What follows belongs to an exercise in optimizing a design on an open flow for small area, a short achievable clock period and few clock cycles; a production flow would make more cautious choices.
At most, simulation tests tie the RTL to the original design; equivalence was not proved.
Power and IR drop assume default switching activity.

north:
## booth_multiplier
module booth_multiplier(clk, reset_n, multiplier, multiplicand, op_start, op_clear, op_done, result);
export LEC_CHECK = 0
export ABC_CLOCK_PERIOD_IN_PS = 2500
export CAP_MARGIN = 20
export CORE_MARGIN = 2
export CORE_UTILIZATION = 50
export PLACE_DENSITY = 0.65
export SETUP_SLACK_MARGIN = 2.2
export SLEW_MARGIN = 20
export SYNTH_HIERARCHICAL = 1
create_clock -name core_clock -period 5.5 [get_ports {clk}]
run.sh (not shown) runs the stock make flow with config.mk's settings and CLKGATE_MAP_FILE= SYNTH_SCRIPT=/design/flow/synth_recipe.tcl, a recipe that flattens the netlist after the stock synthesis.
For south, these inputs were changed with respect to north:
- a change of SETUP_SLACK_MARGIN from 2.2 to 3.0
==> flow/flow/run.sh (new file) <==
#!/bin/bash
# The standard synthesis and layout, with the port buffers the standard flow's flow adds made from
# sky130_fd_sc_hd__buf_1 instead of the cell buffer_ports picks by itself.
set -euo pipefail
bash standard.sh synth > synth.log 2>&1
export BUFFER_PORTS_ARGS="-buffer_cell sky130_fd_sc_hd__buf_1"
bash standard.sh > layout.log 2>&1
==> flow/standard.sh (new file) <==
#!/bin/bash
# synth_recipe.tcl (not shown) runs the flow's synth.tcl, then flattens the netlist and writes it again
# the make line also repeats each setting of config.mk as NAME=value (left out here)
make -C /OpenROAD-flow-scripts/flow DESIGN_CONFIG=/design/flow/config.mk WORK_HOME=/design/flow/orfs CLKGATE_MAP_FILE= SYNTH_SCRIPT=/design/flow/synth_recipe.tcl "${@:-finish}"
removed: flow/run.sh
### Flow results
Between south and north, it is south whose pin count of the biggest net entering global routing is lower, by 1.
The number of global-route vias before repair number comes out lower for north vs south.
Vias: south more than north
NOTE: global-route usage in south exceeds that of north
The lower combinational power came out of north.
Taking north as the reference point, the half-perimeter wire length after placement of south falls by about 2.5%.
Higher count of cells resized by post-cts repair among south and north: south
Comparing north with south, the worst setup skew after layout came out essentially unchanged.
Function was not checked in any run of this note: the RTL went through the layout flow alone.

========
booth_multiplier, a different RTL version from the one above (not shown whole).
For scale: about 2100 cells after synthesis, about 290 flip-flops, roughly 260 I/O pins.
Settings: LEC_CHECK=0, ABC_CLOCK_PERIOD_IN_PS=2500, CAP_MARGIN=20, CORE_MARGIN=2, CORE_UTILIZATION=50, PLACE_DENSITY=0.65, SLEW_MARGIN=20, SYNTH_HIERARCHICAL=1; clock period 5.5 ns.
Stock flow here: none of the scripts above is used.
The baseline completed without violations.
Edit:
SETUP_SLACK_MARGIN = 3.0   (was default)
Design area rises by about 20%.
Fmax rises by about 20%.
Wire length rises by 38%.
Non-clock buffer count rises by 157.
Clock-buffer cell count falls by 5.
Setup slack gains 620 ps.
Register-to-register slack gains 620 ps.
Sequential share of layout area falls by 3.7 points.
No functional check of the RTL was part of any run of this note.

========
## willow
booth_multiplier, a different RTL version from the one above (not shown whole).
Size in the first run: roughly 2300 cells after synthesis, about 260 I/O pins, about 23000 um^2 of cells after synthesis.
export LEC_CHECK = 0
export ABC_CLOCK_PERIOD_IN_PS = 2500
export CAP_MARGIN = 20
export CORE_MARGIN = 2
export CORE_UTILIZATION = 50
export CTS_CLUSTER_DIAMETER = 60
export CTS_CLUSTER_SIZE = 30
export PLACE_DENSITY = 0.65
export SETUP_SLACK_MARGIN = 2.5
export SLEW_MARGIN = 20
export SYNTH_HIERARCHICAL = 1
create_clock -name core_clock -period 5.5 [get_ports {clk}]
standard.sh (not shown) runs the stock make flow with config.mk's settings and CLKGATE_MAP_FILE= SYNTH_SCRIPT=/design/flow/synth_recipe.tcl, a recipe that flattens the netlist after the stock synthesis.
==> flow/flow/run.sh <==
#!/bin/bash
# The standard synthesis and layout, with the port buffers the standard flow's flow adds made from
# sky130_fd_sc_hd__buf_1 instead of the cell buffer_ports picks by itself.
set -euo pipefail
bash standard.sh synth > synth.log 2>&1
export BUFFER_PORTS_ARGS="-buffer_cell sky130_fd_sc_hd__buf_1"
bash standard.sh > layout.log 2>&1
Testbench counts of willow, summed over its fixed seeds: cycles 4,224.
## Diff of input files: indigo against willow
Settings: removing CTS_CLUSTER_DIAMETER (formerly 60); changing PLACE_DENSITY from 0.65 to 0.55; removing CTS_CLUSTER_SIZE (formerly 30).
==> notes.md <==
Of indigo and willow, the run reporting the higher top achievable clock speed was willow.
Cmp indigo vs willow: via total after detailed routing higher in indigo
| worst hold slack | higher: indigo |
Cmp indigo and willow / worst reg2reg path depth / higher: indigo
Delta (indigo minus willow): aggregate global routing overflow ~0 delta, proportion of power drawn by the clock network now sits higher.
Power of the clock network on indigo is behind willow.
Clock-cell share of area: indigo > willow
Against willow, indigo comes in 0.76 points higher on signed area change from the synthesized netlist to the final layout.
Going from willow to indigo, the core utilization was found to have gone up by 0.39 points.
STATUS wire length of the first global-routing pass: indigo loses against willow
Here is what was changed in the inputs of nickel compared with indigo.
Settings: PLACE_DENSITY: 0.55 -> 0.72; CORE_UTILIZATION: 50 -> 60.
### Flow results
nickel — design area 1.5% lower, indigo as reference
In the tables for indigo and nickel, worst relative slew slack reads higher with indigo.
Met2 layer usage reported by global route: lower on indigo
Via count of the first global-routing pass on nickel is up relative to indigo.
Starting density of the core was higher in the run labelled nickel.
| time the worst path needs with I/O delays and setup | nickel vs indigo | 0.017 ns higher |
> inputs changed (nickel -> quartz)
Settings: a change of CORE_UTILIZATION from 60 to 50; a change of SETUP_SLACK_MARGIN from 2.5 to 2.4; a change of PLACE_DENSITY from 0.72 to 0.65.
Results
quartz and nickel all finish clean. Relative slew slack: quartz vs nickel down 12 points. TritonCTS buffer count up 1 in quartz wrt nickel. | number of gates resized after CTS | lower: quartz |. In the final design statistics, quartz uses more standard cells in total than nickel. [quartz] share of power burned in registers rose 1.3 points relative to nickel. Sort quartz and nickel by share of post-route cells with drive strength above 1 desc -> top: nickel. Compared to nickel, quartz leaves more free space in the core. Relative to nickel, the post-synthesis to final-layout area growth of quartz is lower by 0.74 points. Changes observed in quartz relative to nickel: shortest period the worst path allows went up; final design area excluding fillers went down by 170 um^2; worst hold slack lower.
Changes in juniper relative to quartz:
Settings: SETUP_SLACK_MARGIN changed from 2.4 to 2.5; GPL_TIMING_DRIVEN newly set to 0.
==> comparison <==
- Diff quartz -> juniper: total routing resource utilization after global routing increased 2.0 points, count of input and output buffers decreased 24%, area growth from synthesis to layout increased 5.2 points.
- Going from quartz to juniper, power went up by 3.9%; post-DP HPWL went up by 18%.
The inputs of amber differ from those of juniper as listed below.
Settings: PLACE_DENSITY: 0.65 -> 0.7; GPL_TIMING_DRIVEN: 0 -> unset.
## What came out
Of amber and juniper, the higher ratio of cells with drive above 1 in the final layout belongs to juniper. Compound-cell area share of the yosys netlist came out exactly the same in amber and juniper. Detailed route, amber vs juniper: via total lower for amber.

## re-timing with driven ports
The results above use ideal ports. As a check the final layouts listed here were re-extracted and re-timed, cells and wires unchanged.
Step 1 sets driving cells, clkbuf_16 on the clock port and buf_2 on the other inputs (assumed; they add their load-dependent delay and slew).
Step 2 moves the port delays by t, midway between the first and last clock arrival at a register: inputs arrive t later, outputs are due t later. That takes back most of the time a late clock gives input paths.
Three values: ideal, step 1, step 2; two values: the first two.
| run | t, ns | slack for setup (ns) | worst register clock-pin slew, ns | worst slew at a driven data input, ns | pins driven straight from the clock port |
|---|---|---|---|---|---|
| north | 0.614 | 2.330 / 2.330 / 2.330 | 0.06 / 0.06 | 0.11 | 1 |
| south | 0.615 | 2.666 / 2.666 / 2.666 | 0.06 / 0.06 | 0.12 | 1 |
| the first run of note 2 | 0.607 | 1.766 / 1.766 / 1.766 | 0.06 / 0.06 | 0.07 | 1 |
| the second run of note 2 | 0.629 | 2.384 / 2.384 / 2.384 | 0.07 / 0.07 | 0.07 | 1 |
| willow | 0.629 | 2.580 / 2.585 / 1.955 | 0.10 / 0.10 | 0.11 | 1 |
| indigo | 0.633 | 2.549 / 2.581 / 1.949 | 0.07 / 0.07 | 0.10 | 1 |
| nickel | 0.616 | 2.532 / 2.538 / 1.922 | 0.07 / 0.07 | 0.10 | 1 |
| quartz | 0.607 | 2.428 / 2.381 / 1.774 | 0.06 / 0.06 | 0.11 | 1 |
| juniper | 0.618 | 2.499 / 2.499 / 1.917 | 0.06 / 0.06 | 0.15 | 1 |
| amber | 0.627 | 2.530 / 2.529 / 1.902 | 0.07 / 0.07 | 0.11 | 1 |
After both steps every run listed still meets setup and hold. The setup slack of quartz, which loses most, moves by -0.047 ns with the drivers and by -0.654 ns with both steps.
